Context: an optimization exercise on an open-source flow, tuned for small area, a short achievable clock period and few clock cycles. The choices shown serve that exercise and are no tape-out recipe. No run shown here included a check of the RTL's function; only the layout flow was run. No activity file was given, so power comes from the tool's default toggle rates.

## flow/design.v (module list and top-level ports; edited modules follow where they fit)
// module multipler_16x16: 14 lines
// module multipler_top: 2140 lines
module multipler_top #(
    parameter integer DATA_LENGTH       = 64,
    parameter integer BLOCK_LENGTH      = 16,
    parameter integer LENGTH            = 16
) (
    input  logic                        clk_i,
    input  logic                        rst_ni,
    input  logic                        start_i,
    output logic                        busy_o,
    output logic                        finish_o,
    input  logic [DATA_LENGTH-1:0]      indata_a_i,
    input  logic [DATA_LENGTH-1:0]      indata_b_i,
    output logic [DATA_LENGTH*2-1:0]    outdata_r_o
);
  // ...
==> flow/run.sh <==
#!/bin/bash
# synth_recipe.tcl (not shown) runs the flow's synth.tcl, then flattens the netlist and writes it again
# the make line also repeats each setting of config.mk as NAME=value (left out here)
make -C /OpenROAD-flow-scripts/flow DESIGN_CONFIG=/design/flow/config.mk WORK_HOME=/design/flow/orfs CLKGATE_MAP_FILE= SYNTH_SCRIPT=/design/flow/synth_recipe.tcl finish
==> flow/config.mk <==
export PLATFORM = sky130hd
export DESIGN_NAME = multipler_top
export DESIGN_NICKNAME = multipler_top
export VERILOG_FILES = /design/flow/design.v
export SDC_FILE = /design/flow/constraint.sdc
export NUM_CORES = 4
export LEC_CHECK = 0
export CAP_MARGIN = 20
export CORE_MARGIN = 2
export CORE_UTILIZATION = 45
export SETUP_SLACK_MARGIN = 5
export SLEW_MARGIN = 20
==> flow/constraint.sdc <==
create_clock -name core_clock -period 10.0 [get_ports {clk_i}]
set_input_delay 2.0000 -clock core_clock [delete_from_list [all_inputs] [get_ports {clk_i}]]
set_output_delay 2.0000 -clock core_clock [all_outputs]
set_load 0.01 [all_outputs]
==> impl_metrics.csv, run 1 <==
group,metric,value,unit
pwr,swShare,48.3,%
synth,yosys.area.top_type,"fa_1",
critical_path,critical-path-max-stage-delay,0.74,ns
synth,synth_fa_ha_area_share,30.7,%
critical_path,timing.rr.end,"s_q[3]",
grt,antenna_found_initial,3,
floorplan,rows,93,
final_layout,nClkBuffers,47,
synth,yosysSeqAreaShare,24.3,%
critical_path,ff2ff_setup_slack,5.12,ns
sta,timing.final.crit_period,4.88,ns
critical_path,critPathMaxFanout,40,
synth,ys_types,63,
worst_hold_path,hold_path.class,"reg -> reg",
worst_hold_path,hold_depth,2,
final_layout,nets,3672,
final_layout,top_regs,"b_q (72), s_q (65)",
pwr,seqPwrFrac,14.4,%
final_layout,multi_input_area,19400,um^2
critical_path,path_cells,"inv_2, buf_4, xnor2_1, fa_1, fa_1, fa_1, fa_1, o32a_1, nand2_1, a211o_1",
outcome,status,"complete, no violations",
final_layout,seqCellArea,7110,um^2
critical_path,crit_path_end,"s_q[3]",
clocking,htree_levels,2,
routing,drt_pass1_iterations,8,
final_layout,fill_cells,5782,
critical_path,critPathRequiredTime,10.51,ns
sta,setup_tns,0,ns
critical_path,cp-start-kind,"flip-flop",
final_layout,largest_class,"multi-input gates",
grt,track_usage,28.0,%
routing,ant_nets,0,
place,io_buffers,260,
final_layout,comb.multi_input.count,2013,
critical_path,cp-end-kind,"flip-flop",
critical_path,critPathTopFamily,"adder cells",
final_layout,final-nonclk-buf-share,8.43,%
==> run 2: changes to the inputs <==
==> flow/flow/run.sh (new file) <==
#!/bin/bash
set -euo pipefail
MARGIN=$(cat flow/margin.txt)
{
  echo "include $(pwd)/config.mk"
  echo "export SETUP_SLACK_MARGIN = $MARGIN"
} > margin_config.mk
sed "s#DESIGN_CONFIG=[^ ]*#DESIGN_CONFIG=$(pwd)/margin_config.mk#" standard.sh > standard_margin.sh
bash standard_margin.sh > standard.log 2>&1
==> flow/flow/margin.txt (new file) <==
6.5
==> flow/standard.sh (new file) <==
#!/bin/bash
# synth_recipe.tcl (not shown) runs the flow's synth.tcl, then flattens the netlist and writes it again
# the make line also repeats each setting of config.mk as NAME=value (left out here)
make -C /OpenROAD-flow-scripts/flow DESIGN_CONFIG=/design/flow/config.mk WORK_HOME=/design/flow/orfs CLKGATE_MAP_FILE= SYNTH_SCRIPT=/design/flow/synth_recipe.tcl "${@:-finish}"
--- a/flow/config.mk
+++ b/flow/config.mk
@@ -10,3 +10,2 @@
 export CORE_UTILIZATION = 45
-export SETUP_SLACK_MARGIN = 5
 export SLEW_MARGIN = 20
removed: flow/run.sh
==> run 2 against run 1 <==
Net effect: routed wire length increased by 23%; first-iteration DRC count increased by 22%; critical path depth increased by 1; sequential power decreased by 3%; largest power group unchanged; largest cell class unchanged; clock-buffer cell count increased by 11; setup slack improved by 1.0 ns; combinational power increased by 16%; final cell count increased by 6.8%; clock power decreased by 4%.
==> impl_metrics.csv, run 2 <==
group,metric,value,unit
clocking,htree_levels,2,
synth,async_reset_ff_share,0,%
clocking,clk_latency,0.61,ns
final_layout,fin_cells,4214,
synth,ys_warn_count,1,
synth,yosysMostFrequentCell,"inv_1",
routing,drt_pass1_iterations,9,
synth,syn_avg_cell_area,9.70,um^2
final_layout,post-route-cell-area,39000,um^2
critical_path,critical-path-max-stage-delay,0.61,ns
synth,synth_seq_cells,314,
sta,relSlewSlack,36.9,%
floorplan,initial_core_util,45.4,%
final_layout,fin_util,60.6,%
final_layout,regMostFlops,"b_q",
floorplan,io_pins,261,
synth,yosysSeqAreaShare,24.3,%
pwr,power_density,363,nW/um^2
grt,grt_pass1_vias,26100,
floorplan,die_y,259,um
final_layout,final_cell_mix,"359 x inv_1, 285 x fa_1, 254 x nand2_1, 231 x xor2_1, 205 x dfxtp_1",
final_layout,nets,3936,
sta,slew_violations,0,
critical_path,critPathTopFamily,"adder cells",
critical_path,cp_data_arrival_time,4.32,ns
grt,track_usage,34.1,%
grt,gr-total-overflow,0,
synth,ys.flop_type,"dfxtp_1",
critical_path,crit_slowest_cell,"fa_2",
grt,grt_use_met1,43.3,%
synth,synthesis.nets,3631,
pwr,ir_worst_vdd,184,uV
final_layout,final_common_cell,"inv_1",
grt,grt_max_degree,89,
synth,syn_inst,3016,
synth,ys_types,63,
synth,synthTopCellsByArea,"fa_1 27%, dfxtp_1 16%, a22oi_1 9.8%, edfxtp_1 8.4%, xor2_1 7.3%",
critical_path,cp-end-kind,"flip-flop",
routing,wirelength,115000,um
grt,grtUsageMet2,51.3,%
place,gp_congestion,0.880,
grt,antenna_found_initial,8,
grt,busiest_layer,"met2",
synth,yosys.area.top_type,"fa_1",
sta,fin_crit_sh,38.7,%
final_layout,multi_input_area,21100,um^2
critical_path,critPathMaxFanout,8,
final_layout,seqCellArea,7140,um^2
grt,use_met3,10.5,%
routing,avgViaCountPerCell,5.94,
worst_hold_path,hold_path.class,"reg -> reg",
job,maxCapViolations,0,
synth,synth_common_cells,"396 x inv_1, 388 x fa_1, 381 x a22oi_1",
clocking,hold_buffers,0,
clocking,cts_root_buf,"clkbuf_16",
place,detailedPlace.worstSlack,5.34,ns
sta,rsz0062_at_grt,"true",
place,io_buffers,260,
floorplan,core,64300,um^2
sta,fmax,259,MHz
routing,route.detailed.drc,0,
final_layout,fill_cells,5191,
routing,drt_iter0_drc,2617,
sta,fin_ws,6.13,ns
sta,timing.final.crit_period,3.87,ns
sta,tightest_slew,0.947,ns
grt,grt_pass1_wl,169000,um
synth,synth_top_area_share,26.6,%
floorplan,rows,93,
critical_path,crit_type,"reg -> reg",
critical_path,crit_top_cell,"fa_2",
clocking,clock-sinks,314,
outcome,status,"complete, no violations",
clocking,clk_path_buf_depth,3,
final_layout,syn_to_final_growth,33.4,%
critical_path,cp-start-kind,"flip-flop",
clocking,clk_pin_slew,0.07,ns
routing,wl_per_cell,27.3,um
place,placedCellCount,3872,
synth,synth_edf_count,82,
pwr,p_leak,16.8,nW
sta,setup_tns,0,ns
routing,ant_nets,0,
final_layout,largest_reg_flops,72,
sta,setup_viol_count_final,0,
final_layout,drive_gt1_share,24.3,%
place,dp_hpwl,64200,um
routing,via_count,25000,
floorplan,dieArea,67000,um^2
critical_path,path_cells,"buf_4, buf_6, buf_12, buf_16, a22oi_2, xor2_1, fa_1, fa_2, fa_2, fa_2, o22ai_1",
final_layout,top_regs,"b_q (72), s_q (65)",
synth,synth_area,29200,um^2
place,post_dp_cell_area,31900,um^2
critical_path,critPathBufInv,4,
floorplan,die-width,259,um
clocking,cts-buffers-inserted,42,
clocking,cts_tree,"done",
sta,fin_skew,0.0264,ns
critical_path,critPathRequiredTime,10.45,ns
sta,hold_viol_final,0,
[run 2: worst paths after layout]
path              startpoint       to  slack [ns]  depth (start not counted)
setup / recovery    one_q[3]   s_q[0]        6.13                         11
hold / removal       b_q[25]  b_q[13]        0.44                          2
setup reg to reg    one_q[3]   s_q[0]        6.13                         11
hold reg to reg      b_q[25]  b_q[13]        0.44                          2
[run 2: cells by family after synthesis]
logic type	share of synthesized area (%)
muxes	0.137
adders and majority gates	30.7
buffers and inverters	9.56
xor gates and xnor gates	13.2
AOI/OAI and AO/OA	14.3
DFF	24.3
and+or+nand+nor	7.87
[run 2: where the power goes]
part	leakage (nW)	internal (mW)	switching, mW
Sequential	2.76	1.59	0.183
Clock	0.677	0.897	0.650
Combinational	13.4	4.94	5.91
Total	16.8	7.43	6.74
[run 2: cell type report]
type	instances	area share (%)
Timing Repair Buffer	550	17.4
Multi-Input combinational cell	2013	54.0
Clock buffer	58	3.06
Sequential cell	314	18.3
Tap cell	855	2.74
Inverter	400	3.94
Clock inverter	18	0.510
Antenna cell	6	0.0385
[run 2: per-stage QoR]
| stage | hold slack [ns] | power (mW) |
|---|---|---|
| after floorplan | 0.433 | 8.19 |
| after global placement | 0.435 | 10.9 |
| after detailed placement | 0.436 | 11.1 |
| after CTS | 0.445 | 13.6 |
| after global routing | 0.460 | 15.5 |
| final | 0.443 | 14.2 |
[run 2: metal layers]
metal,vias up,wire [um]
met3,551,14600
met1,12400,42600
met4,10,8410
met2,1725,49400
met5,-,68
li1,10400,-
[run 2: worst reg2reg max path: cells and delay by family (launching register included)]
kind                       cells  cell delay, ns
AOI/OAI and AO/OA              2            0.25
DFF                            1            0.48
xor gates and xnor gates       1            0.27
adders and majority gates      4            2.13
buffers and inverters          4            0.61
[run 2: timing repair]
action | CTS | global route
pin swaps | 334 | 178
buffers inserted | 163 | 45
gates cloned | 50 | 2
gates resized for setup | 601 | 151
setup endpoints to repair | 292 | 173

-- what the ideal ports hide --
How much do the figures lean on ideal ports? The routed layouts below were timed once more, with nothing changed but the port constraints. Step 1 (the two cells are an assumption about what drives the block):
set clk [get_ports {clk_i}]
set_driving_cell -lib_cell sky130_fd_sc_hd__clkbuf_16 $clk
set_driving_cell -lib_cell sky130_fd_sc_hd__buf_2 [delete_from_list [all_inputs] $clk]
Step 2 times the ports against the registers' clock, not the clock port: input delays grow and output delays shrink by t, the midpoint of the rising clock arrivals with the driver on. Three values: ideal, step 1, step 2; two values: the first two.
run | shift t [ns] | slack for setup (ns) | clock arrival spread, ns | slew at the worst register clock pin (ns) | worst slew at a driven data input, ns
run 1 | 0.661 | 5.117 / 5.117 / 5.117 | 0.036 / 0.035 | 0.07 / 0.07 | 0.13
run 2 | 0.664 | 6.134 / 6.134 / 6.134 | 0.028 / 0.028 | 0.07 / 0.07 | 0.16
After both steps every run listed still meets setup and hold.
